Context: an optimization exercise on an open-source flow, tuned for small area and a short achievable clock period. The choices shown serve that exercise and are no tape-out recipe. At most, simulation tests tie the RTL to the original design; equivalence was not proved. The RTL of runs 1 and 2 was laid out without a check of its function.

<file path="flow/run.sh">
#!/bin/bash
# synth_recipe.tcl (not shown) runs the flow's synth.tcl, then flattens the netlist and writes it again
# the make line also repeats each setting of config.mk as NAME=value (left out here)
make -C /OpenROAD-flow-scripts/flow DESIGN_CONFIG=/design/flow/config.mk WORK_HOME=/design/flow/orfs CLKGATE_MAP_FILE= SYNTH_SCRIPT=/design/flow/synth_recipe.tcl finish
</file>
<file path="flow/config.mk">
export PLATFORM = sky130hd
export DESIGN_NAME = fft
export DESIGN_NICKNAME = fft
export VERILOG_FILES = /design/flow/design.v
export SDC_FILE = /design/flow/constraint.sdc
export NUM_CORES = 8
export LEC_CHECK = 0
export CAP_MARGIN = 20
export CORE_MARGIN = 2
export CORE_UTILIZATION = 40
export SLEW_MARGIN = 20
</file>
<file path="flow/constraint.sdc">
create_clock -name core_clock -period 72.0 [get_ports {clk}]
set_input_delay 14.4000 -clock core_clock [delete_from_list [all_inputs] [get_ports {clk}]]
set_output_delay 14.4000 -clock core_clock [all_outputs]
set_load 0.01 [all_outputs]
</file>
<file path="flow/design.v">
module fa_dual(input [31:0] a, input [31:0] b, output [31:0] y, output [31:0] z);
  wire sa = a[31], sb = b[31];
  wire [7:0] ea = a[30:23], eb = b[30:23];
  wire [22:0] fa = a[22:0], fb = b[22:0];
  wire [7:0] d = ea - eb;
  wire [7:0] dn = eb - ea;
  wire dz = (ea == eb);
  wire fgt = fa > fb;
  wire swap = d[7] | (dz & ~fgt);
  wire [7:0] sh = d[7] ? dn : d;
  wire [7:0] eg = swap ? eb : ea;
  wire [23:0] mg = {1'b1, swap ? fb : fa};
  wire [23:0] ml0 = {1'b1, swap ? fa : fb};
  wire [23:0] ml = (sh > 8'd23) ? 24'd0 : (ml0 >> sh[4:0]);
  wire [24:0] s = mg + ml;
  wire [22:0] fs = s[24] ? s[23:1] : s[22:0];
  wire [7:0] es = eg + {7'd0, s[24]};
  wire [23:0] df = mg - ml;
  reg [4:0] L;
  integer i;
  always @* begin
    L = 5'd23;
    for (i = 0; i < 24; i = i + 1)
      if (df[i]) L = 5'd23 - i[4:0];
  end
  wire [23:0] dn2 = df << L;
  wire [22:0] fd = dn2[22:0];
  wire [7:0] ed = eg - {3'd0, L};
  wire sy = swap ? sb : sa;
  wire sz = swap ? ~sb : sa;
  wire eff = sa ^ sb;
  assign y = eff ? {sy, ed, fd} : {sy, es, fs};
  assign z = eff ? {sz, es, fs} : {sz, ed, fd};
endmodule
module fa_one(input [31:0] a, input [31:0] b, output [31:0] y);
  wire sa = a[31], sb = b[31];
  wire [7:0] ea = a[30:23], eb = b[30:23];
  wire [22:0] fa = a[22:0], fb = b[22:0];
  wire [7:0] d = ea - eb;
  wire [7:0] dn = eb - ea;
  wire dz = (ea == eb);
  wire fgt = fa > fb;
  wire swap = d[7] | (dz & ~fgt);
  wire [7:0] sh = d[7] ? dn : d;
  wire [7:0] eg = swap ? eb : ea;
  wire [23:0] mg = {1'b1, swap ? fb : fa};
  wire [23:0] ml0 = {1'b1, swap ? fa : fb};
  wire [23:0] ml = (sh > 8'd23) ? 24'd0 : (ml0 >> sh[4:0]);
  wire eff = sa ^ sb;
  wire [24:0] r = {1'b0, mg} + ({1'b0, ml} ^ {25{eff}}) + {24'd0, eff};
  wire [24:0] rm = {r[24] & ~eff, r[23:0]};
  reg [4:0] L;
  integer i;
  always @* begin
    L = 5'd24;
    for (i = 0; i < 25; i = i + 1)
      if (rm[i]) L = 5'd24 - i[4:0];
  end
  wire [24:0] nr = rm << L;
  wire [7:0] e = eg + 8'd1 - {3'd0, L};
  assign y = {swap ? sb : sa, e, nr[23:1]};
endmodule
module stage1(x0,x4,x2,x6,A,B,C,D);
  input [31:0] x0,x4,x2,x6;
  output [31:0] A,B,C,D;
  fa_dual u0(.a(x0), .b(x4), .y(A), .z(B));
  fa_dual u1(.a(x2), .b(x6), .y(C), .z(D));
endmodule
module fm707(input [31:0] a, output [31:0] y);
  wire [22:0] f = a[22:0];
  wire [22:0] fn = ~a[22:0];
  wire t1 = f[2] ^ f[4];
  wire t2 = f[2] & f[4];
  wire t3 = f[3] ^ f[5];
  wire t4 = f[3] & f[5];
  wire t5 = f[4] ^ f[6] ^ f[20];
  wire t6 = (f[4] & f[6]) | (f[4] & f[20]) | (f[6] & f[20]);
  wire t7 = fn[0] ^ fn[2];
  wire t8 = fn[0] & fn[2];
  wire t9 = f[5] ^ f[7] ^ f[21];
  wire t10 = (f[5] & f[7]) | (f[5] & f[21]) | (f[7] & f[21]);
  wire t11 = fn[1] ^ fn[3];
  wire t12 = fn[1] & fn[3];
  wire t13 = f[0] ^ f[6] ^ f[8];
  wire t14 = (f[0] & f[6]) | (f[0] & f[8]) | (f[6] & f[8]);
  wire t15 = f[22] ^ fn[2] ^ fn[4];
  wire t16 = (f[22] & fn[2]) | (f[22] & fn[4]) | (fn[2] & fn[4]);
  wire t17 = f[1] ^ f[7] ^ f[9];
  wire t18 = (f[1] & f[7]) | (f[1] & f[9]) | (f[7] & f[9]);
  wire t19 = fn[3] ^ fn[5] ^ fn[16];
  wire t20 = (fn[3] & fn[5]) | (fn[3] & fn[16]) | (fn[5] & fn[16]);
  wire t21 = f[2] ^ f[8] ^ f[10];
  wire t22 = (f[2] & f[8]) | (f[2] & f[10]) | (f[8] & f[10]);
  wire t23 = fn[4] ^ fn[6];
  wire t24 = fn[4] & fn[6];
  wire t25 = f[3] ^ f[9] ^ f[11];
  wire t26 = (f[3] & f[9]) | (f[3] & f[11]) | (f[9] & f[11]);
  wire t27 = f[4] ^ f[10] ^ f[12];
  wire t28 = (f[4] & f[10]) | (f[4] & f[12]) | (f[10] & f[12]);
  wire t29 = f[5] ^ f[11] ^ f[13];
  wire t30 = (f[5] & f[11]) | (f[5] & f[13]) | (f[11] & f[13]);
  wire t31 = f[6] ^ f[12] ^ f[14];
  wire t32 = (f[6] & f[12]) | (f[6] & f[14]) | (f[12] & f[14]);
  wire t33 = f[7] ^ f[13] ^ f[15];
  wire t34 = (f[7] & f[13]) | (f[7] & f[15]) | (f[13] & f[15]);
  wire t35 = f[8] ^ f[14];
  wire t36 = f[8] & f[14];
  wire t37 = f[0] ^ f[2];
  wire t38 = f[0] & f[2];
  wire t39 = f[1] ^ f[3] ^ f[17];
  wire t40 = (f[1] & f[3]) | (f[1] & f[17]) | (f[3] & f[17]);
  wire t41 = f[18] ^ fn[0] ^ fn[11];
  wire t42 = (f[18] & fn[0]) | (f[18] & fn[11]) | (fn[0] & fn[11]);
  wire t43 = fn[16] ^ 1'b1;
  wire t44 = fn[16] & 1'b1;
  wire t45 = t2 ^ f[19] ^ fn[1];
  wire t46 = (t2 & f[19]) | (t2 & fn[1]) | (f[19] & fn[1]);
  wire t47 = fn[12] ^ fn[17] ^ t3;
  wire t48 = (fn[12] & fn[17]) | (fn[12] & t3) | (fn[17] & t3);
  wire t49 = t4 ^ fn[13] ^ fn[18];
  wire t50 = (t4 & fn[13]) | (t4 & fn[18]) | (fn[13] & fn[18]);
  wire t51 = 1'b1 ^ t5 ^ t7;
  wire t52 = (1'b1 & t5) | (1'b1 & t7) | (t5 & t7);
  wire t53 = t6 ^ t8 ^ fn[14];
  wire t54 = (t6 & t8) | (t6 & fn[14]) | (t8 & fn[14]);
  wire t55 = fn[19] ^ t9 ^ t11;
  wire t56 = (fn[19] & t9) | (fn[19] & t11) | (t9 & t11);
  wire t57 = t10 ^ t12 ^ fn[15];
  wire t58 = (t10 & t12) | (t10 & fn[15]) | (t12 & fn[15]);
  wire t59 = fn[20] ^ t13 ^ t15;
  wire t60 = (fn[20] & t13) | (fn[20] & t15) | (t13 & t15);
  wire t61 = t14 ^ t16 ^ fn[21];
  wire t62 = (t14 & t16) | (t14 & fn[21]) | (t16 & fn[21]);
  wire t63 = 1'b1 ^ t17 ^ t19;
  wire t64 = (1'b1 & t17) | (1'b1 & t19) | (t17 & t19);
  wire t65 = t18 ^ t20 ^ fn[17];
  wire t66 = (t18 & t20) | (t18 & fn[17]) | (t20 & fn[17]);
  wire t67 = fn[22] ^ t21 ^ t23;
  wire t68 = (fn[22] & t21) | (fn[22] & t23) | (t21 & t23);
  wire t69 = t22 ^ t24 ^ fn[5];
  wire t70 = (t22 & t24) | (t22 & fn[5]) | (t24 & fn[5]);
  wire t71 = fn[7] ^ fn[18] ^ t25;
  wire t72 = (fn[7] & fn[18]) | (fn[7] & t25) | (fn[18] & t25);
  wire t73 = t26 ^ fn[6] ^ fn[8];
  wire t74 = (t26 & fn[6]) | (t26 & fn[8]) | (fn[6] & fn[8]);
  wire t75 = fn[19] ^ 1'b1 ^ t27;
  wire t76 = (fn[19] & 1'b1) | (fn[19] & t27) | (1'b1 & t27);
  wire t77 = t28 ^ fn[7] ^ fn[9];
  wire t78 = (t28 & fn[7]) | (t28 & fn[9]) | (fn[7] & fn[9]);
  wire t79 = fn[20] ^ 1'b1 ^ t29;
  wire t80 = (fn[20] & 1'b1) | (fn[20] & t29) | (1'b1 & t29);
  wire t81 = t30 ^ fn[8] ^ fn[10];
  wire t82 = (t30 & fn[8]) | (t30 & fn[10]) | (fn[8] & fn[10]);
  wire t83 = fn[21] ^ 1'b1 ^ t31;
  wire t84 = (fn[21] & 1'b1) | (fn[21] & t31) | (1'b1 & t31);
  wire t85 = t32 ^ fn[9] ^ fn[11];
  wire t86 = (t32 & fn[9]) | (t32 & fn[11]) | (fn[9] & fn[11]);
  wire t87 = fn[22] ^ 1'b1 ^ t33;
  wire t88 = (fn[22] & 1'b1) | (fn[22] & t33) | (1'b1 & t33);
  wire t89 = t34 ^ f[16] ^ fn[10];
  wire t90 = (t34 & f[16]) | (t34 & fn[10]) | (f[16] & fn[10]);
  wire t91 = fn[12] ^ 1'b1 ^ t35;
  wire t92 = (fn[12] & 1'b1) | (fn[12] & t35) | (1'b1 & t35);
  wire t93 = t36 ^ f[9] ^ f[15];
  wire t94 = (t36 & f[9]) | (t36 & f[15]) | (f[9] & f[15]);
  wire t95 = f[17] ^ fn[11] ^ fn[13];
  wire t96 = (f[17] & fn[11]) | (f[17] & fn[13]) | (fn[11] & fn[13]);
  wire t97 = f[10] ^ f[16] ^ f[18];
  wire t98 = (f[10] & f[16]) | (f[10] & f[18]) | (f[16] & f[18]);
  wire t99 = fn[12] ^ fn[14] ^ 1'b1;
  wire t100 = (fn[12] & fn[14]) | (fn[12] & 1'b1) | (fn[14] & 1'b1);
  wire t101 = f[11] ^ f[17] ^ f[19];
  wire t102 = (f[11] & f[17]) | (f[11] & f[19]) | (f[17] & f[19]);
  wire t103 = fn[13] ^ fn[15] ^ 1'b1;
  wire t104 = (fn[13] & fn[15]) | (fn[13] & 1'b1) | (fn[15] & 1'b1);
  wire t105 = f[12] ^ f[18] ^ f[20];
  wire t106 = (f[12] & f[18]) | (f[12] & f[20]) | (f[18] & f[20]);
  wire t107 = fn[14] ^ fn[16] ^ 1'b1;
  wire t108 = (fn[14] & fn[16]) | (fn[14] & 1'b1) | (fn[16] & 1'b1);
  wire t109 = f[13] ^ f[19] ^ f[21];
  wire t110 = (f[13] & f[19]) | (f[13] & f[21]) | (f[19] & f[21]);
  wire t111 = fn[15] ^ fn[17] ^ 1'b1;
  wire t112 = (fn[15] & fn[17]) | (fn[15] & 1'b1) | (fn[17] & 1'b1);
  wire t113 = f[14] ^ f[20] ^ f[22];
  wire t114 = (f[14] & f[20]) | (f[14] & f[22]) | (f[20] & f[22]);
  wire t115 = fn[16] ^ fn[18] ^ 1'b1;
  wire t116 = (fn[16] & fn[18]) | (fn[16] & 1'b1) | (fn[18] & 1'b1);
  wire t117 = f[15] ^ f[21] ^ fn[17];
  wire t118 = (f[15] & f[21]) | (f[15] & fn[17]) | (f[21] & fn[17]);
  wire t119 = f[16] ^ f[22];
  wire t120 = f[16] & f[22];
  wire t121 = f[17] ^ fn[19];
  wire t122 = f[17] & fn[19];
  wire t123 = f[7] ^ fn[0];
  wire t124 = f[7] & fn[0];
  wire t125 = f[8] ^ fn[1];
  wire t126 = f[8] & fn[1];
  wire t127 = f[9] ^ fn[2];
  wire t128 = f[9] & fn[2];
  wire t129 = f[10] ^ fn[3];
  wire t130 = f[10] & fn[3];
  wire t131 = f[11] ^ fn[4];
  wire t132 = f[11] & fn[4];
  wire t133 = f[12] ^ fn[5];
  wire t134 = f[12] & fn[5];
  wire t135 = f[13] ^ fn[6];
  wire t136 = f[13] & fn[6];
  wire t137 = f[0] ^ f[14] ^ fn[7];
  wire t138 = (f[0] & f[14]) | (f[0] & fn[7]) | (f[14] & fn[7]);
  wire t139 = f[1] ^ f[15] ^ fn[8];
  wire t140 = (f[1] & f[15]) | (f[1] & fn[8]) | (f[15] & fn[8]);
  wire t141 = f[16] ^ fn[9] ^ fn[14];
  wire t142 = (f[16] & fn[9]) | (f[16] & fn[14]) | (fn[9] & fn[14]);
  wire t143 = t38 ^ fn[10] ^ fn[15];
  wire t144 = (t38 & fn[10]) | (t38 & fn[15]) | (fn[10] & fn[15]);
  wire t145 = t40 ^ t1 ^ t41;
  wire t146 = (t40 & t1) | (t40 & t41) | (t1 & t41);
  wire t147 = t42 ^ t44 ^ t45;
  wire t148 = (t42 & t44) | (t42 & t45) | (t44 & t45);
  wire t149 = t46 ^ t48 ^ t49;
  wire t150 = (t46 & t48) | (t46 & t49) | (t48 & t49);
  wire t151 = t50 ^ t52 ^ t53;
  wire t152 = (t50 & t52) | (t50 & t53) | (t52 & t53);
  wire t153 = t54 ^ t56 ^ t57;
  wire t154 = (t54 & t56) | (t54 & t57) | (t56 & t57);
  wire t155 = t58 ^ t60 ^ t61;
  wire t156 = (t58 & t60) | (t58 & t61) | (t60 & t61);
  wire t157 = t62 ^ t64 ^ t65;
  wire t158 = (t62 & t64) | (t62 & t65) | (t64 & t65);
  wire t159 = t66 ^ t68 ^ t69;
  wire t160 = (t66 & t68) | (t66 & t69) | (t68 & t69);
  wire t161 = t70 ^ t72 ^ t73;
  wire t162 = (t70 & t72) | (t70 & t73) | (t72 & t73);
  wire t163 = t74 ^ t76 ^ t77;
  wire t164 = (t74 & t76) | (t74 & t77) | (t76 & t77);
  wire t165 = t78 ^ t80 ^ t81;
  wire t166 = (t78 & t80) | (t78 & t81) | (t80 & t81);
  wire t167 = t82 ^ t84 ^ t85;
  wire t168 = (t82 & t84) | (t82 & t85) | (t84 & t85);
  wire t169 = t86 ^ t88 ^ t89;
  wire t170 = (t86 & t88) | (t86 & t89) | (t88 & t89);
  wire t171 = t90 ^ t92 ^ t93;
  wire t172 = (t90 & t92) | (t90 & t93) | (t92 & t93);
  wire t173 = t94 ^ t96 ^ t97;
  wire t174 = (t94 & t96) | (t94 & t97) | (t96 & t97);
  wire t175 = t98 ^ t100 ^ t101;
  wire t176 = (t98 & t100) | (t98 & t101) | (t100 & t101);
  wire t177 = t102 ^ t104 ^ t105;
  wire t178 = (t102 & t104) | (t102 & t105) | (t104 & t105);
  wire t179 = t106 ^ t108 ^ t109;
  wire t180 = (t106 & t108) | (t106 & t109) | (t108 & t109);
  wire t181 = t110 ^ t112 ^ t113;
  wire t182 = (t110 & t112) | (t110 & t113) | (t112 & t113);
  wire t183 = t114 ^ t116 ^ fn[19];
  wire t184 = (t114 & t116) | (t114 & fn[19]) | (t116 & fn[19]);
  wire t185 = t118 ^ fn[18] ^ fn[20];
  wire t186 = (t118 & fn[18]) | (t118 & fn[20]) | (fn[18] & fn[20]);
  wire t187 = t120 ^ fn[21] ^ 1'b1;
  wire t188 = (t120 & fn[21]) | (t120 & 1'b1) | (fn[21] & 1'b1);
  wire t189 = t122 ^ f[18] ^ fn[20];
  wire t190 = (t122 & f[18]) | (t122 & fn[20]) | (f[18] & fn[20]);
  wire t191 = f[2] ^ fn[0];
  wire t192 = f[2] & fn[0];
  wire t193 = f[3] ^ fn[1];
  wire t194 = f[3] & fn[1];
  wire t195 = f[4] ^ fn[2];
  wire t196 = f[4] & fn[2];
  wire t197 = f[5] ^ fn[3];
  wire t198 = f[5] & fn[3];
  wire t199 = f[6] ^ fn[4];
  wire t200 = f[6] & fn[4];
  wire t201 = fn[5] ^ 1'b1 ^ t123;
  wire t202 = (fn[5] & 1'b1) | (fn[5] & t123) | (1'b1 & t123);
  wire t203 = t124 ^ fn[6] ^ t125;
  wire t204 = (t124 & fn[6]) | (t124 & t125) | (fn[6] & t125);
  wire t205 = t126 ^ fn[7] ^ t127;
  wire t206 = (t126 & fn[7]) | (t126 & t127) | (fn[7] & t127);
  wire t207 = t128 ^ fn[8] ^ t129;
  wire t208 = (t128 & fn[8]) | (t128 & t129) | (fn[8] & t129);
  wire t209 = t130 ^ fn[9] ^ t131;
  wire t210 = (t130 & fn[9]) | (t130 & t131) | (fn[9] & t131);
  wire t211 = t132 ^ fn[10] ^ t133;
  wire t212 = (t132 & fn[10]) | (t132 & t133) | (fn[10] & t133);
  wire t213 = t134 ^ fn[11] ^ t135;
  wire t214 = (t134 & fn[11]) | (t134 & t135) | (fn[11] & t135);
  wire t215 = t136 ^ fn[12] ^ t137;
  wire t216 = (t136 & fn[12]) | (t136 & t137) | (fn[12] & t137);
  wire t217 = t138 ^ fn[13] ^ t139;
  wire t218 = (t138 & fn[13]) | (t138 & t139) | (fn[13] & t139);
  wire t219 = t140 ^ t37 ^ t141;
  wire t220 = (t140 & t37) | (t140 & t141) | (t37 & t141);
  wire t221 = t142 ^ t39 ^ t143;
  wire t222 = (t142 & t39) | (t142 & t143) | (t39 & t143);
  wire t223 = t144 ^ t43 ^ t145;
  wire t224 = (t144 & t43) | (t144 & t145) | (t43 & t145);
  wire t225 = t146 ^ t47 ^ t147;
  wire t226 = (t146 & t47) | (t146 & t147) | (t47 & t147);
  wire t227 = t148 ^ t51 ^ t149;
  wire t228 = (t148 & t51) | (t148 & t149) | (t51 & t149);
  wire t229 = t150 ^ t55 ^ t151;
  wire t230 = (t150 & t55) | (t150 & t151) | (t55 & t151);
  wire t231 = t152 ^ t59 ^ t153;
  wire t232 = (t152 & t59) | (t152 & t153) | (t59 & t153);
  wire t233 = t154 ^ t63 ^ t155;
  wire t234 = (t154 & t63) | (t154 & t155) | (t63 & t155);
  wire t235 = t156 ^ t67 ^ t157;
  wire t236 = (t156 & t67) | (t156 & t157) | (t67 & t157);
  wire t237 = t158 ^ t71 ^ t159;
  wire t238 = (t158 & t71) | (t158 & t159) | (t71 & t159);
  wire t239 = t160 ^ t75 ^ t161;
  wire t240 = (t160 & t75) | (t160 & t161) | (t75 & t161);
  wire t241 = t162 ^ t79 ^ t163;
  wire t242 = (t162 & t79) | (t162 & t163) | (t79 & t163);
  wire t243 = t164 ^ t83 ^ t165;
  wire t244 = (t164 & t83) | (t164 & t165) | (t83 & t165);
  wire t245 = t166 ^ t87 ^ t167;
  wire t246 = (t166 & t87) | (t166 & t167) | (t87 & t167);
  wire t247 = t168 ^ t91 ^ t169;
  wire t248 = (t168 & t91) | (t168 & t169) | (t91 & t169);
  wire t249 = t170 ^ t95 ^ t171;
  wire t250 = (t170 & t95) | (t170 & t171) | (t95 & t171);
  wire t251 = t172 ^ t99 ^ t173;
  wire t252 = (t172 & t99) | (t172 & t173) | (t99 & t173);
  wire t253 = t174 ^ t103 ^ t175;
  wire t254 = (t174 & t103) | (t174 & t175) | (t103 & t175);
  wire t255 = t176 ^ t107 ^ t177;
  wire t256 = (t176 & t107) | (t176 & t177) | (t107 & t177);
  wire t257 = t178 ^ t111 ^ t179;
  wire t258 = (t178 & t111) | (t178 & t179) | (t111 & t179);
  wire t259 = t180 ^ t115 ^ t181;
  wire t260 = (t180 & t115) | (t180 & t181) | (t115 & t181);
  wire t261 = t182 ^ t117 ^ t183;
  wire t262 = (t182 & t117) | (t182 & t183) | (t117 & t183);
  wire t263 = t184 ^ t119 ^ t185;
  wire t264 = (t184 & t119) | (t184 & t185) | (t119 & t185);
  wire t265 = t186 ^ t121 ^ t187;
  wire t266 = (t186 & t121) | (t186 & t187) | (t121 & t187);
  wire t267 = t188 ^ fn[22] ^ t189;
  wire t268 = (t188 & fn[22]) | (t188 & t189) | (fn[22] & t189);
  wire t269 = t190 ^ f[19] ^ fn[21];
  wire t270 = (t190 & f[19]) | (t190 & fn[21]) | (f[19] & fn[21]);
  wire t271 = f[20] ^ fn[22] ^ 1'b1;
  wire t272 = (f[20] & fn[22]) | (f[20] & 1'b1) | (fn[22] & 1'b1);
  wire t273 = f[21] ^ 1'b1;
  wire t274 = f[21] & 1'b1;
  wire [45:0] ra = {1'b0, t274, t272, t270, t268, t266, t264, t262, t260, t258, t256, t254, t252, t250, t248, t246, t244, t242, t240, t238, t236, t234, t232, t230, t228, t226, t224, t222, t220, t218, t216, t214, t212, t210, t208, t206, t204, t202, t200, t198, t196, t194, t192, 1'b1, f[1], f[0]};
  wire [45:0] rb = {1'b0, f[22], t273, t271, t269, t267, t265, t263, t261, t259, t257, t255, t253, t251, t249, t247, t245, t243, t241, t239, t237, t235, t233, t231, t229, t227, t225, t223, t221, t219, t217, t215, t213, t211, t209, t207, t205, t203, t201, t199, t197, t195, t193, t191, 1'b0, 1'b0};
  wire [45:0] q = ra + rb;
  wire [47:0] p = {q, 2'b00};
  assign y = p[47] ? {a[31], a[30:23], p[46:24]} : {a[31], a[30:23] - 8'd1, p[45:23]};
endmodule
module stage2(s,A1,B1,C1,D1,A2,B2,C2,D2,X,Y,M3);
  input [2:0] s;
  input [31:0] A1,B1,C1,D1,A2,B2,C2,D2;
  output [31:0] X,Y,M3;
  wire [31:0] M1;
  fm707 m1(.a(B2), .y(M1));
  fm707 m3(.a(D2), .y(M3));
  wire odd = s[0];
  wire rho = s[1] ^ s[2];
  wire sg = odd ? rho : s[1];
  wire [31:0] ra = odd ? B1 : A1;
  wire [31:0] rb = odd ? M1 : C1;
  wire [31:0] ia = odd ? D1 : A2;
  wire [31:0] ib = odd ? M1 : C2;
  fa_one ur(.a(ra), .b({rb[31] ^ sg, rb[30:0]}), .y(X));
  fa_one ui(.a(ia), .b({ib[31] ^ sg, ib[30:0]}), .y(Y));
endmodule
module mux8to1(s,X,Y,M3,real_out,img_out);
  input [2:0] s;
  input [31:0] X,Y,M3;
  output [31:0] real_out,img_out;
  wire odd = s[0];
  wire rho = s[1] ^ s[2];
  wire [31:0] w = odd ? {M3[31] ^ ~rho, M3[30:0]} : Y;
  wire [31:0] rs, is;
  fa_one ur(.a(X), .b(w), .y(rs));
  fa_one ui(.a(Y), .b(M3), .y(is));
  assign real_out = (odd | ~s[1]) ? rs : X;
  assign img_out = odd ? {is[31] ^ ~s[1], is[30:0]} :
                   (~s[1] ? 32'd0 : {Y[31] ^ ~s[2], Y[30:0]});
endmodule
module fft(rst,s,x0,x1,x2,x3,x4,x5,x6,x7,real_out,img_out,clk);
input rst;
input [31:0] x0,x1,x2,x3,x4,x5,x6,x7;
input [2:0] s;
input clk;
output [31:0] real_out,img_out;
wire [31:0] A1,B1,C1,D1,A2,B2,C2,D2;
stage1 s1(.x0(x0),.x4(x4),.x2(x2),.x6(x6),.A(A1),.B(B1),.C(C1),.D(D1));
stage1 s2(.x0(x1),.x4(x5),.x2(x3),.x6(x7),.A(A2),.B(B2),.C(C2),.D(D2));
reg [31:0] qA1,qB1,qC1,qD1,qA2,qB2,qC2,qD2;
always @(posedge clk)
begin
if(rst)
begin
qA1<=32'h00800000; qB1<=32'hF4800000; qC1<=32'h00800000; qD1<=32'hF4800000;
qA2<=32'h00800000; qB2<=32'hF4800000; qC2<=32'h00800000; qD2<=32'hF4800000;
end
else
begin
qA1<=A1; qB1<=B1; qC1<=C1; qD1<=D1;
qA2<=A2; qB2<=B2; qC2<=C2; qD2<=D2;
end
end
wire [31:0] X,Y,M3;
stage2 st2(.s(s),.A1(qA1),.B1(qB1),.C1(qC1),.D1(qD1),.A2(qA2),.B2(qB2),.C2(qC2),.D2(qD2),.X(X),.Y(Y),.M3(M3));
reg [31:0] qX,qY,qM3;
reg [2:0] qs;
always @(posedge clk)
begin
qX<=X; qY<=Y; qM3<=M3; qs<=s;
end
mux8to1 m1(.s(qs),.X(qX),.Y(qY),.M3(qM3),.real_out(real_out),.img_out(img_out));
endmodule
</file>
==> load_flow_metrics.sql, run 1 <==
INSERT INTO impl_metrics (metric_group, metric, value, unit) VALUES
('outcome', 'run_status', 'complete, no violations', ''),
('floorplanning', 'initial_core_util', '0.402', ''),
('grt', 'grt_pass1_wl', '415000', 'um'),
('place', 'routabilityCongestion', '0.985', ''),
('timing', 'fin_tns_setup', '0', 'ns'),
('grt', 'grt_antenna_before_repair', '13', ''),
('synth', 'synth_top_cell_area_share', '0.135', ''),
('final_layout', 'flow.area_growth_from_synthesis', '9.73', '%'),
('clock_network', 'clk_pin_slew', '0.07', 'ns'),
('synth', 'syn-num-nets', '11600', ''),
('clock_network', 'post-cts-setup-buffers', '0', ''),
('routing', 'route.antenna.remaining_nets', '0', ''),
('routing', 'detail_route.wirelength', '272000', 'um'),
('routing', 'via_per_inst', '5.77', ''),
('synth', 'synth_sequential_area_ratio', '0.0944', ''),
('timing', 'clock_skew', '0.0341', 'ns'),
('grt', 'grt_start_max_net_pins', '90', ''),
('clock_network', 'cts_resized', '0', ''),
('clock_network', 'clock_sinks', '355', ''),
('synth', 'yosys.area.top_type', 'sky130_fd_sc_hd__ha_1', ''),
('clock_network', 'clkLatencyLatePin', '0.62', 'ns'),
('routing', 'dr_total_vias', '73900', ''),
('timing', 'min_period', '29.05', 'ns'),
('grt', 'first_global_vias', '70500', ''),
('setup_path', 'timing.setup.critical_path_class', 'reg2out', ''),
('timing', 'timing_hold_violations_final', '0', ''),
('synth', 'synthesized_netlist_cell_count', '10300', ''),
('clock_network', 'cts_root_buffer', 'sky130_fd_sc_hd__clkbuf_16', ''),
('synth', 'synth_enable_flop_cells', '0', ''),
('synth', 'ys_top_cells_by_area', 'sky130_fd_sc_hd__ha_1 14%, sky130_fd_sc_hd__mux2i_1 12%, sky130_fd_sc_hd__dfxtp_1 9.4%, sky130_fd_sc_hd__fa_1 6.2%, sky130_fd_sc_hd__a21oi_1 5.6%', ''),
('setup_path', 'critPathMaxStageDelay', '0.64', 'ns'),
('timing', 'worst_slack', '42.95', 'ns'),
('floorplanning', 'boundaryPins', '325', ''),
('place', 'detailedPlacementHpwl', '229000', 'um'),
('synth', 'total_standard_cell_area_after_synthesis', '75200', 'um^2'),
('synth', 'synthesis.yosys.warnings', '3', ''),
('routing', 'post-route-drc-count', '0', ''),
('setup_path', 'path_max_fanout', '53', ''),
('synth', 'yosys.cell_types.count', '116', ''),
('timing', 'finalMaxSlewViolations', '0', ''),
('floorplanning', 'die_area', '192000', 'um^2'),
('synth', 'syn-mean-instance-area', '7.33', 'um^2'),
('clock_network', 'cts.htree.levels', '2', ''),
('synth', 'dominantRegCellSynth', 'sky130_fd_sc_hd__dfxtp_1', ''),
('timing', 'slew_headroom', '0.198', ''),
('place', 'buffer_ports.inserted', '324', ''),
('timing', 'crit_share_post_route', '0.403', ''),
('grt', 'grt.overflow.total', '0', ''),
('setup_path', 'crit_slowest_cell', 'sky130_fd_sc_hd__clkdlybuf4s50_1', ''),
('clock_network', 'tritoncts', 'done', ''),
('final_layout', 'num-nets-final', '11600', ''),
('clock_network', 'numCtsBuffers', '41', ''),
('floorplanning', 'die_h', '438', 'um'),
('setup_path', 'critical_path.most_common_cell', 'sky130_fd_sc_hd__a21oi_1', ''),
('setup_path', 'setup.worst_path.end_class', 'output pin', ''),
('synth', 'synth-async-reset-ratio', '0', ''),
('timing', 'grt_setup_unrepaired', 'false', ''),
('routing', 'drt_first_pass_iters', '9', ''),
('routing', 'drt-wirelength-per-cell', '21.2', 'um'),
('routing', 'detailedRoute.firstIterationViolations', '6053', ''),
('synth', 'synth.ff_latch_count', '355', ''),
('floorplanning', 'die_width', '438', 'um'),
('floorplanning', 'core.rowCount', '159', ''),
('final_layout', 'final_layout_size_suffix_gt1_frac', '0.0588', ''),
('setup_path', 'worst_ep_arrival_time', '14.65', 'ns'),
('clock_network', 'ctsHoldBuffers', '0', ''),
('run', 'maxCapViolCount', '0', ''),
('setup_path', 'worst-endpoint-required', '57.60', 'ns'),
('clock_network', 'cts.path.max_buffers', '3', ''),
('setup_path', 'cp-start-kind', 'flip-flop', ''),
('timing', 'setup_violations', '0', ''),
('timing', 'max_clock_freq', '34.4', 'MHz'),
('hold_path', 'hold_path.class', 'reg2reg', ''),
('grt', 'groute.usage.overall', '0.271', ''),
('place', 'dp_slack', '43.56', 'ns'),
('timing', 'max_slew.worst_pin.slew', '1.19', 'ns'),
('floorplanning', 'core_area', '187000', 'um^2');
registers in the layout, indices dropped and copies added (netlist names):
name,count
qA1,32
qC2,32
qC1,32
qs,3
qA2,32
qD1,32
qB2,32
qM3,32
qB1,32
qY,32
qD2,32
qX,32
stage by stage:
step                      hold slack (ns)  instances  area [um^2]   util
after floorplan                     0.310      10300        75200      -
after global placement              0.438      12700        81000  0.432
after detailed placement            0.460      12700        81000  0.432
after CTS                           0.441      12800        82500  0.440
after global routing                0.462      12800        82600  0.441
final                               0.450      12800        82600  0.441
layout by cell type (no fill, tap or decap), types with 109 or more instances in the layout:
cell                              synthesis  layout
sky130_fd_sc_hd__clkdlybuf4s50_1          0     322
sky130_fd_sc_hd__buf_4                    6     117
sky130_fd_sc_hd__a21o_1                 205     205
sky130_fd_sc_hd__nor2b_1                111     109
sky130_fd_sc_hd__mux2i_1                867     862
sky130_fd_sc_hd__nand3_1                174     174
sky130_fd_sc_hd__o21ai_0                713     713
sky130_fd_sc_hd__ha_1                   813     813
sky130_fd_sc_hd__xnor2_1                393     382
sky130_fd_sc_hd__nor3_1                 169     169
sky130_fd_sc_hd__a211oi_1               170     168
sky130_fd_sc_hd__a21oi_1                848     846
sky130_fd_sc_hd__dfxtp_1                355     354
sky130_fd_sc_hd__nor2_1                 830     825
sky130_fd_sc_hd__inv_1                 1023    1022
sky130_fd_sc_hd__fa_1                   232     232
sky130_fd_sc_hd__mux2_2                 185     185
sky130_fd_sc_hd__nand2_1               1057    1057
routing by layer:
layer	up-vias	track usage	wire, um
met5	-	0	23
met4	4	0.108	12200
met3	435	0.0186	12600
met2	2280	0.451	123000
met1	34900	0.365	124000
li1	36300	-	-
path summary, 6_finish.rpt:
| path | from | to | slack, ns | depth (start not counted) |
|---|---|---|---|---|
| hold / removal | qD2[30] | qM3[30] | 0.45 | 1 |
| hold reg to reg | qD2[30] | qM3[30] | 0.45 | 1 |
| setup / recovery | qs[0] | real_out[30] | 42.95 | 49 |
| setup reg to reg | qB2[20] | qX[30] | 52.91 | 62 |
cells in the mapped netlist (all sizes together), types with 41 or more instances:
library cell     n
a211oi         174
buf            105
xor2           107
o211ai          88
a21o           205
o21bai         105
and3            84
or3             65
mux4            48
dfxtp          355
mux2i          867
xnor2          394
a21oi          851
inv           1028
nor2b          111
o22ai           53
o21ai          725
o21a            83
nand2b          94
clkbuf         369
fa             232
nand4           82
a22oi           41
nor2           835
mux2           190
a31oi           50
nor3           169
nand2         1057
or2             70
ha             813
nand3          174
and2            69
layout make-up:
class / instances / area [um^2]
Fill cell: 19400 / 105000
Tap cell: 2495 / 3120
Clock buffer: 47 / 1080
Multi-Input combinational cell: 8400 / 62800
Antenna cell: 4 / 10.0
Inverter: 1034 / 3880
Timing Repair Buffer: 442 / 4140
Sequential cell: 355 / 7110
Clock inverter: 29 / 458
critical path, delay by kind of cell (launching register included):
family / cells / cell delay (ns)
adder cells (fa/ha/maj): 4 / 1.59
flip-flops: 1 / 0.31
buffers and inverters: 4 / 1.98
AND/OR/NAND/NOR: 8 / 2.49
AO/OA/AOI/OAI: 29 / 6.79
multiplexers: 3 / 0.70
XOR/XNOR: 1 / 0.11
cell families (layout without fill, tap and decap cells):
family / after synthesis / count (layout) / synth area share
flops: 355 / 355 / 0.0944
simple gates: 2922 / 2922 / 0.176
buf+inv: 1508 / 1552 / 0.0771
xor+xnor: 503 / 503 / 0.0591
other cells: 0 / 4 / 0
fa+ha+maj: 1045 / 1045 / 0.197
mux: 1105 / 1105 / 0.158
compound gates: 2825 / 2825 / 0.238
==> run 2: changes to the inputs <==
--- a/flow/config.mk
+++ b/flow/config.mk
@@ -6,4 +6,5 @@
 export NUM_CORES = 8
 export LEC_CHECK = 0
+export ABC_AREA = 1
 export CAP_MARGIN = 20
 export CORE_MARGIN = 2
==> run 2 against run 1 <==
Clock-buffer cell count grew 7. Synthesized cell count increased by 20%. Via count up 7.3%. Routed wire length down 0.35%. Global-route usage increased by 0.82 points. First-iteration DRC count up 15%. Cell area decreased by 3.5%. Area after synthesis decreased by 2.3%. Critical path depth up 10. Worst hold slack worse by 0.019 ns.
==> load_flow_metrics.sql, run 2 <==
INSERT INTO impl_metrics (metric_group, metric, value, unit) VALUES
('synth', 'synth_sequential_area_ratio', '0.0966', ''),
('routing', 'post-route-drc-count', '0', ''),
('synth', 'syn-mean-instance-area', '5.96', 'um^2'),
('setup_path', 'critPathMaxStageDelay', '0.65', 'ns'),
('clock_network', 'cts.htree.levels', '2', ''),
('clock_network', 'cts_root_buffer', 'sky130_fd_sc_hd__clkbuf_16', ''),
('floorplanning', 'die_h', '433', 'um'),
('setup_path', 'cp-start-kind', 'flip-flop', ''),
('place', 'buffer_ports.inserted', '324', ''),
('synth', 'total_standard_cell_area_after_synthesis', '73500', 'um^2'),
('synth', 'yosys.cell_types.count', '78', ''),
('routing', 'drt-wirelength-per-cell', '18.3', 'um'),
('synth', 'synth_enable_flop_cells', '0', ''),
('timing', 'min_period', '27.56', 'ns'),
('outcome', 'run_status', 'complete, no violations', ''),
('synth', 'dominantRegCellSynth', 'sky130_fd_sc_hd__dfxtp_1', ''),
('timing', 'timing_hold_violations_final', '0', ''),
('setup_path', 'setup.worst_path.end_class', 'output pin', ''),
('routing', 'route.antenna.remaining_nets', '0', ''),
('routing', 'detail_route.wirelength', '271000', 'um'),
('run', 'maxCapViolCount', '0', ''),
('routing', 'dr_total_vias', '79300', ''),
('place', 'routabilityCongestion', '0.982', ''),
('clock_network', 'post-cts-setup-buffers', '0', ''),
('clock_network', 'cts.path.max_buffers', '3', ''),
('final_layout', 'num-nets-final', '13600', ''),
('clock_network', 'ctsHoldBuffers', '0', ''),
('clock_network', 'cts_resized', '0', ''),
('synth', 'most_frequent_cell_after_synthesis', 'sky130_fd_sc_hd__nand2_1', ''),
('clock_network', 'clkLatencyLatePin', '0.60', 'ns'),
('clock_network', 'tritoncts', 'done', ''),
('clock_network', 'numCtsBuffers', '41', ''),
('grt', 'grt_pass1_wl', '417000', 'um'),
('synth', 'synth.top_cells.by_count', '3124 x sky130_fd_sc_hd__nand2_1, 1773 x sky130_fd_sc_hd__inv_1, 1445 x sky130_fd_sc_hd__o21ai_0', ''),
('setup_path', 'critical_path.most_common_cell', 'sky130_fd_sc_hd__nand2_1', ''),
('timing', 'max_clock_freq', '36.3', 'MHz'),
('timing', 'max_slew.worst_pin.slew', '1.27', 'ns'),
('synth', 'synth.ff_latch_count', '355', ''),
('timing', 'slew_headroom', '0.149', ''),
('clock_network', 'clock_sinks', '355', ''),
('timing', 'grt_setup_unrepaired', 'false', ''),
('grt', 'grt_antenna_before_repair', '10', ''),
('grt', 'grt.overflow.total', '0', ''),
('final_layout', 'flow.area_growth_from_synthesis', '8.33', '%'),
('final_layout', 'final_layout_size_suffix_gt1_frac', '0.0304', ''),
('hold_path', 'hold_path.class', 'reg2reg', ''),
('place', 'detailedPlacementHpwl', '232000', 'um'),
('synth', 'synth_top_cell_area_share', '0.159', ''),
('routing', 'detailedRoute.firstIterationViolations', '6977', ''),
('setup_path', 'crit_start', 'qs[0]', ''),
('synth', 'synthesis.yosys.warnings', '3', ''),
('synth', 'yosys.area.top_type', 'sky130_fd_sc_hd__nand2_1', ''),
('place', 'dp_slack', '45.13', 'ns'),
('floorplanning', 'die_width', '433', 'um'),
('synth', 'syn-num-nets', '13600', ''),
('final_layout', 'final_common_cell', 'sky130_fd_sc_hd__nand2_1', ''),
('grt', 'grt_start_max_net_pins', '169', ''),
('final_layout', 'mostFrequentLayoutCells', '3116 x sky130_fd_sc_hd__nand2_1, 1772 x sky130_fd_sc_hd__inv_1, 1436 x sky130_fd_sc_hd__o21ai_0, 926 x sky130_fd_sc_hd__nand3_1, 813 x sky130_fd_sc_hd__ha_1', ''),
('floorplanning', 'core.rowCount', '157', ''),
('floorplanning', 'die_area', '187000', 'um^2'),
('routing', 'via_per_inst', '5.37', ''),
('clock_network', 'clk_pin_slew', '0.06', 'ns'),
('timing', 'finalMaxSlewViolations', '0', ''),
('timing', 'worst_slack', '44.44', 'ns'),
('final_layout', 'nFillCells', '19900', ''),
('setup_path', 'timing.setup.critical_path_class', 'reg2out', ''),
('timing', 'clock_skew', '0.0324', 'ns'),
('synth', 'synth-async-reset-ratio', '0', ''),
('synth', 'ys_top_cells_by_area', 'sky130_fd_sc_hd__nand2_1 16%, sky130_fd_sc_hd__ha_1 14%, sky130_fd_sc_hd__o21ai_0 9.8%, sky130_fd_sc_hd__dfxtp_1 9.7%, sky130_fd_sc_hd__inv_1 9.0%', ''),
('setup_path', 'path_max_fanout', '71', ''),
('floorplanning', 'boundaryPins', '325', ''),
('timing', 'setup_violations', '0', ''),
('floorplanning', 'initial_core_util', '0.402', ''),
('floorplanning', 'core_area', '183000', 'um^2'),
('timing', 'crit_share_post_route', '0.383', ''),
('setup_path', 'r2r_start', 'qB2[5]', ''),
('setup_path', 'crit_slowest_cell', 'sky130_fd_sc_hd__clkdlybuf4s50_1', ''),
('grt', 'groute.usage.overall', '0.280', ''),
('hold_path', 'min_from', 'qD2[30]', ''),
('routing', 'drt_first_pass_iters', '7', ''),
('setup_path', 'worst_ep_arrival_time', '13.16', 'ns'),
('timing', 'fin_tns_setup', '0', 'ns'),
('grt', 'first_global_vias', '72700', ''),
('setup_path', 'worst-endpoint-required', '57.60', 'ns'),
('synth', 'synthesized_netlist_cell_count', '12300', '');
[run 2: cell types whose count changed after synthesis, moves of 130 or more]
cell / change
sky130_fd_sc_hd__mux2i_1: -818
sky130_fd_sc_hd__o21ai_0: +732
sky130_fd_sc_hd__nand3_1: +752
sky130_fd_sc_hd__xor2_1: +309
sky130_fd_sc_hd__mux2_2: -182
sky130_fd_sc_hd__a21o_1: -187
sky130_fd_sc_hd__xnor2_1: -323
sky130_fd_sc_hd__nand2_1: +2067
sky130_fd_sc_hd__inv_1: +750
sky130_fd_sc_hd__nor2_1: -138
sky130_fd_sc_hd__a211oi_1: -130
[run 2: cell type report]
class	count	area, um^2	share of cell area
Antenna cell	6	15.0	0.000188
Clock buffer	54	1180	0.0148
Clock inverter	20	214	0.00269
Inverter	1839	6910	0.0867
Multi-Input combinational cell	9630	57400	0.720
Sequential cell	355	7110	0.0892
Tap cell	2464	3080	0.0387
Timing Repair Buffer	395	3780	0.0475
[run 2: per-layer routing]
layer,part of all wire,vias to the layer above,GRT usage
met5,0.00020,-,0
met4,0.039,6,0.0968
met3,0.058,321,0.0224
met2,0.42,2496,0.434
met1,0.48,36300,0.403
li1,-,40200,-
[run 2: worst paths after layout]
path,end,slack [ns],depth (start not counted)
worst max-delay path,real_out[30],44.44,59
worst min-delay path,qM3[30],0.43,1
worst max register to register,qY[29],54.34,79
worst min register to register,qM3[30],0.43,1
[run 2: cells by family (layout without fill, tap and decap cells)]
family	Yosys count	after routing	synth area share
AO/OA/AOI/OAI	2914	2914	0.220
AND/OR/NAND/NOR	5124	5124	0.290
adder cells (fa/ha/maj)	1045	1045	0.201
XOR/XNOR	495	495	0.0600
other	0	6	0
buffers and inverters	2352	2308	0.124
multiplexers	52	52	0.00713
flip-flops	355	355	0.0966
[run 2: per-stage QoR]
step / hold WS, ns / instances / util / cell area [um^2]
global route: 0.435 / 14800 / 0.436 / 79700
floorplan: 0.310 / 12300 / - / 73500
finish: 0.430 / 14800 / 0.436 / 79700
CTS: 0.434 / 14800 / 0.436 / 79700
global placement: 0.415 / 14700 / 0.428 / 78300
detailed placement: 0.440 / 14700 / 0.428 / 78300
[run 2: critical path, delay by kind of cell, from the launching register on]
kind / cells / cell delay (ns)
compound gates: 25 / 4.54
fa+ha+maj: 5 / 1.74
flops: 1 / 0.31
xor+xnor: 2 / 0.32
simple gates: 18 / 2.90
buf+inv: 9 / 2.65
==> run 3: changes to the inputs <==
--- a/flow/design.v
+++ b/flow/design.v
@@ -1,3 +1,4 @@
-module fa_dual(input [31:0] a, input [31:0] b, output [31:0] y, output [31:0] z);
+module fa_pair(input [31:0] a, input [31:0] b, output [30:0] rs, output [30:0] rd,
+               output sy, output sz, output eff);
   wire sa = a[31], sb = b[31];
   wire [7:0] ea = a[30:23], eb = b[30:23];
@@ -27,9 +28,16 @@
   wire [22:0] fd = dn2[22:0];
   wire [7:0] ed = eg - {3'd0, L};
-  wire sy = swap ? sb : sa;
-  wire sz = swap ? ~sb : sa;
-  wire eff = sa ^ sb;
-  assign y = eff ? {sy, ed, fd} : {sy, es, fs};
-  assign z = eff ? {sz, es, fs} : {sz, ed, fd};
+  assign sy = swap ? sb : sa;
+  assign sz = swap ? ~sb : sa;
+  assign eff = sa ^ sb;
+  assign rs = {es, fs};
+  assign rd = {ed, fd};
+endmodule
+module fa_dual(input [31:0] a, input [31:0] b, output [31:0] y, output [31:0] z);
+  wire [30:0] rs, rd;
+  wire sy, sz, eff;
+  fa_pair u(.a(a), .b(b), .rs(rs), .rd(rd), .sy(sy), .sz(sz), .eff(eff));
+  assign y = eff ? {sy, rd} : {sy, rs};
+  assign z = eff ? {sz, rs} : {sz, rd};
 endmodule
 module fa_one(input [31:0] a, input [31:0] b, output [31:0] y);
@@ -61,9 +69,9 @@
   assign y = {swap ? sb : sa, e, nr[23:1]};
 endmodule
-module stage1(x0,x4,x2,x6,A,B,C,D);
+module stage1(x0,x4,x2,x6,P,Q);
   input [31:0] x0,x4,x2,x6;
-  output [31:0] A,B,C,D;
-  fa_dual u0(.a(x0), .b(x4), .y(A), .z(B));
-  fa_dual u1(.a(x2), .b(x6), .y(C), .z(D));
+  output [64:0] P,Q;
+  fa_pair u0(.a(x0), .b(x4), .rs(P[61:31]), .rd(P[30:0]), .sy(P[64]), .eff(P[63]), .sz(P[62]));
+  fa_pair u1(.a(x2), .b(x6), .rs(Q[61:31]), .rd(Q[30:0]), .sy(Q[64]), .eff(Q[63]), .sz(Q[62]));
 endmodule
 module fm707(input [31:0] a, output [31:0] y);
@@ -350,8 +358,18 @@
   assign y = p[47] ? {a[31], a[30:23], p[46:24]} : {a[31], a[30:23] - 8'd1, p[45:23]};
 endmodule
-module stage2(s,A1,B1,C1,D1,A2,B2,C2,D2,X,Y,M3);
+module stage2(s,P1,Q1,P2,Q2,X,Y,M3);
   input [2:0] s;
-  input [31:0] A1,B1,C1,D1,A2,B2,C2,D2;
+  input [64:0] P1,Q1,P2,Q2;
   output [31:0] X,Y,M3;
+  function [31:0] sum_of;
+    input [64:0] p;
+    sum_of = p[63] ? {p[64], p[30:0]} : {p[64], p[61:31]};
+  endfunction
+  function [31:0] diff_of;
+    input [64:0] p;
+    diff_of = p[63] ? {p[62], p[61:31]} : {p[62], p[30:0]};
+  endfunction
+  wire [31:0] A1 = sum_of(P1), B1 = diff_of(P1), C1 = sum_of(Q1), D1 = diff_of(Q1);
+  wire [31:0] A2 = sum_of(P2), B2 = diff_of(P2), C2 = sum_of(Q2), D2 = diff_of(Q2);
   wire [31:0] M1;
   fm707 m1(.a(B2), .y(M1));
@@ -387,23 +405,22 @@
 input clk;
 output [31:0] real_out,img_out;
-wire [31:0] A1,B1,C1,D1,A2,B2,C2,D2;
-stage1 s1(.x0(x0),.x4(x4),.x2(x2),.x6(x6),.A(A1),.B(B1),.C(C1),.D(D1));
-stage1 s2(.x0(x1),.x4(x5),.x2(x3),.x6(x7),.A(A2),.B(B2),.C(C2),.D(D2));
-reg [31:0] qA1,qB1,qC1,qD1,qA2,qB2,qC2,qD2;
+wire [64:0] P1,Q1,P2,Q2;
+stage1 s1(.x0(x0),.x4(x4),.x2(x2),.x6(x6),.P(P1),.Q(Q1));
+stage1 s2(.x0(x1),.x4(x5),.x2(x3),.x6(x7),.P(P2),.Q(Q2));
+localparam [64:0] ZP = {1'b0, 1'b0, 1'b1, 8'h01, 23'd0, 8'hE9, 23'd0};
+reg [64:0] qP1,qQ1,qP2,qQ2;
 always @(posedge clk)
 begin
 if(rst)
 begin
-qA1<=32'h00800000; qB1<=32'hF4800000; qC1<=32'h00800000; qD1<=32'hF4800000;
-qA2<=32'h00800000; qB2<=32'hF4800000; qC2<=32'h00800000; qD2<=32'hF4800000;
+qP1<=ZP; qQ1<=ZP; qP2<=ZP; qQ2<=ZP;
 end
 else
 begin
-qA1<=A1; qB1<=B1; qC1<=C1; qD1<=D1;
-qA2<=A2; qB2<=B2; qC2<=C2; qD2<=D2;
+qP1<=P1; qQ1<=Q1; qP2<=P2; qQ2<=Q2;
 end
 end
 wire [31:0] X,Y,M3;
-stage2 st2(.s(s),.A1(qA1),.B1(qB1),.C1(qC1),.D1(qD1),.A2(qA2),.B2(qB2),.C2(qC2),.D2(qD2),.X(X),.Y(Y),.M3(M3));
+stage2 st2(.s(s),.P1(qP1),.Q1(qQ1),.P2(qP2),.Q2(qQ2),.X(X),.Y(Y),.M3(M3));
 reg [31:0] qX,qY,qM3;
 reg [2:0] qs;
--- a/flow/config.mk
+++ b/flow/config.mk
@@ -9,4 +9,5 @@
 export CAP_MARGIN = 20
 export CORE_MARGIN = 2
-export CORE_UTILIZATION = 40
+export CORE_UTILIZATION = 65
+export PLACE_DENSITY = 0.75
 export SLEW_MARGIN = 20
==> run 3 against run 2 <==
Area after synthesis decreased by 0.37%. Synthesized cell count decreased by 0.13%.
==> load_flow_metrics.sql, run 3 <==
INSERT INTO impl_metrics (metric_group, metric, value, unit) VALUES
('outcome', 'run_status', 'complete, no violations', ''),
('routing', 'via_per_inst', '6.08', ''),
('grt', 'grt_antenna_before_repair', '10', ''),
('timing', 'fin_tns_setup', '0', 'ns'),
('clock_network', 'cts.htree.levels', '2', ''),
('setup_path', 'crit_slowest_cell', 'sky130_fd_sc_hd__o21ai_0', ''),
('final_layout', 'num-nets-final', '13600', ''),
('floorplanning', 'die_width', '340', 'um'),
('synth', 'synth.ff_latch_count', '359', ''),
('setup_path', 'timing.setup.critical_path_class', 'reg2out', ''),
('floorplanning', 'boundaryPins', '325', ''),
('timing', 'max_slew.worst_pin.slew', '1.20', 'ns'),
('synth', 'synth_top_cell_area_share', '0.153', ''),
('timing', 'finalMaxSlewViolations', '0', ''),
('synth', 'most_frequent_cell_after_synthesis', 'sky130_fd_sc_hd__nand2_1', ''),
('place', 'detailedPlacementHpwl', '222000', 'um'),
('place', 'post-place-cells', '13800', ''),
('routing', 'dr_total_vias', '84200', ''),
('timing', 'min_period', '27.06', 'ns'),
('synth', 'syn-num-nets', '13600', '');
==> run 3: cell count changes after synthesis, moves of 21 or more <==
cell,change
sky130_fd_sc_hd__o21ai_0,-67
sky130_fd_sc_hd__o21bai_1,-77
sky130_fd_sc_hd__a31oi_1,+32
sky130_fd_sc_hd__nor3_1,+29
sky130_fd_sc_hd__nor2_1,+265
sky130_fd_sc_hd__clkbuf_1,-21
sky130_fd_sc_hd__inv_1,+30
sky130_fd_sc_hd__nand2_1,-142
sky130_fd_sc_hd__a21oi_1,-39
sky130_fd_sc_hd__xor2_1,-46
==> run 3: metrics by stage <==
stage	hold WS, ns	worst slack (ns)	util
global route	0.594	43.58	0.702
floorplan	0.310	48.23	-
finish	0.588	44.94	0.702
global placement	0.534	46.03	0.688
detailed placement	0.527	45.83	0.688
CTS	0.545	45.18	0.701
==> run 3: final timing paths <==
path,slack [ns],depth (start not counted),end,start
worst min register to register,0.59,0,qM3[31],qQ2[62]
worst max-delay path,44.94,63,real_out[30],qs[0]
worst max register to register,54.74,75,qY[29],qP2[63]
worst min-delay path,0.59,0,qM3[31],qQ2[62]
==> run 3: routing by layer <==
layer | vias to the layer above | track usage | wire, um
met5 | - | 0 | 35
met4 | 6 | 0.281 | 20100
met3 | 1014 | 0.0791 | 27500
met2 | 5042 | 0.700 | 115000
met1 | 38000 | 0.553 | 103000
li1 | 40200 | - | -
==> run 3: critical path, delay by kind of cell, from the launching register on <==
family	cells	cell delay, ns
adder cells (fa/ha/maj)	5	1.37
flip-flops	1	0.31
AND/OR/NAND/NOR	22	2.62
AO/OA/AOI/OAI	26	4.85
XOR/XNOR	2	0.42
buffers and inverters	8	2.42
==> run 3: area by class of cell <==
class	count	area, um^2
multi-input combinational	9606	57100
fill	9659	33400
sequential	359	7190
inverter	1881	7080
timing repair buffer	425	4030
tap	1500	1880
clock buffer	50	1100
clock inverter	22	349
antenna	6	15.0
==> run 3: cells by family (layout without fill, tap and decap cells) <==
| family | count (synthesis) | in the layout | synth area share |
|---|---|---|---|
| xor+xnor | 449 | 449 | 0.0553 |
| buf+inv | 2356 | 2378 | 0.123 |
| simple gates | 5246 | 5246 | 0.298 |
| compound gates | 2781 | 2781 | 0.211 |
| fa+ha+maj | 1051 | 1051 | 0.203 |
| mux | 79 | 79 | 0.0113 |
| other cells | 0 | 6 | 0 |
| flops | 359 | 359 | 0.0981 |

==> re-timing with driven ports <==
Ports are ideal in the flow. The routed layouts listed here were re-timed in OpenROAD. Step 1 assumes that a clkbuf_16 drives the clock port and a buf_2 every other input. Step 2 moves the port delays by t, midway between the first and last clock arrival at a register: inputs arrive t later, outputs are due t later. That takes back most of the time a late clock gives input paths. a / b / c = ideal ports / drivers / drivers and shift; a / b = the first two.
| run | t, ns | setup slack, ns | hold WS [ns] | worst setup path at the end |
|---|---|---|---|---|
| run 1 | 0.666 | 42.951 / 42.889 / 43.117 | 0.450 / 0.450 / 0.450 | input to register |
| run 2 | 0.659 | 44.438 / 44.363 / 44.911 | 0.430 / 0.430 / 0.430 | input to register |
| run 3 | 0.669 | 44.943 / 44.881 / 45.433 | 0.588 / 0.588 / 0.588 | input to register |
After both steps setup and hold are still met in every run listed.
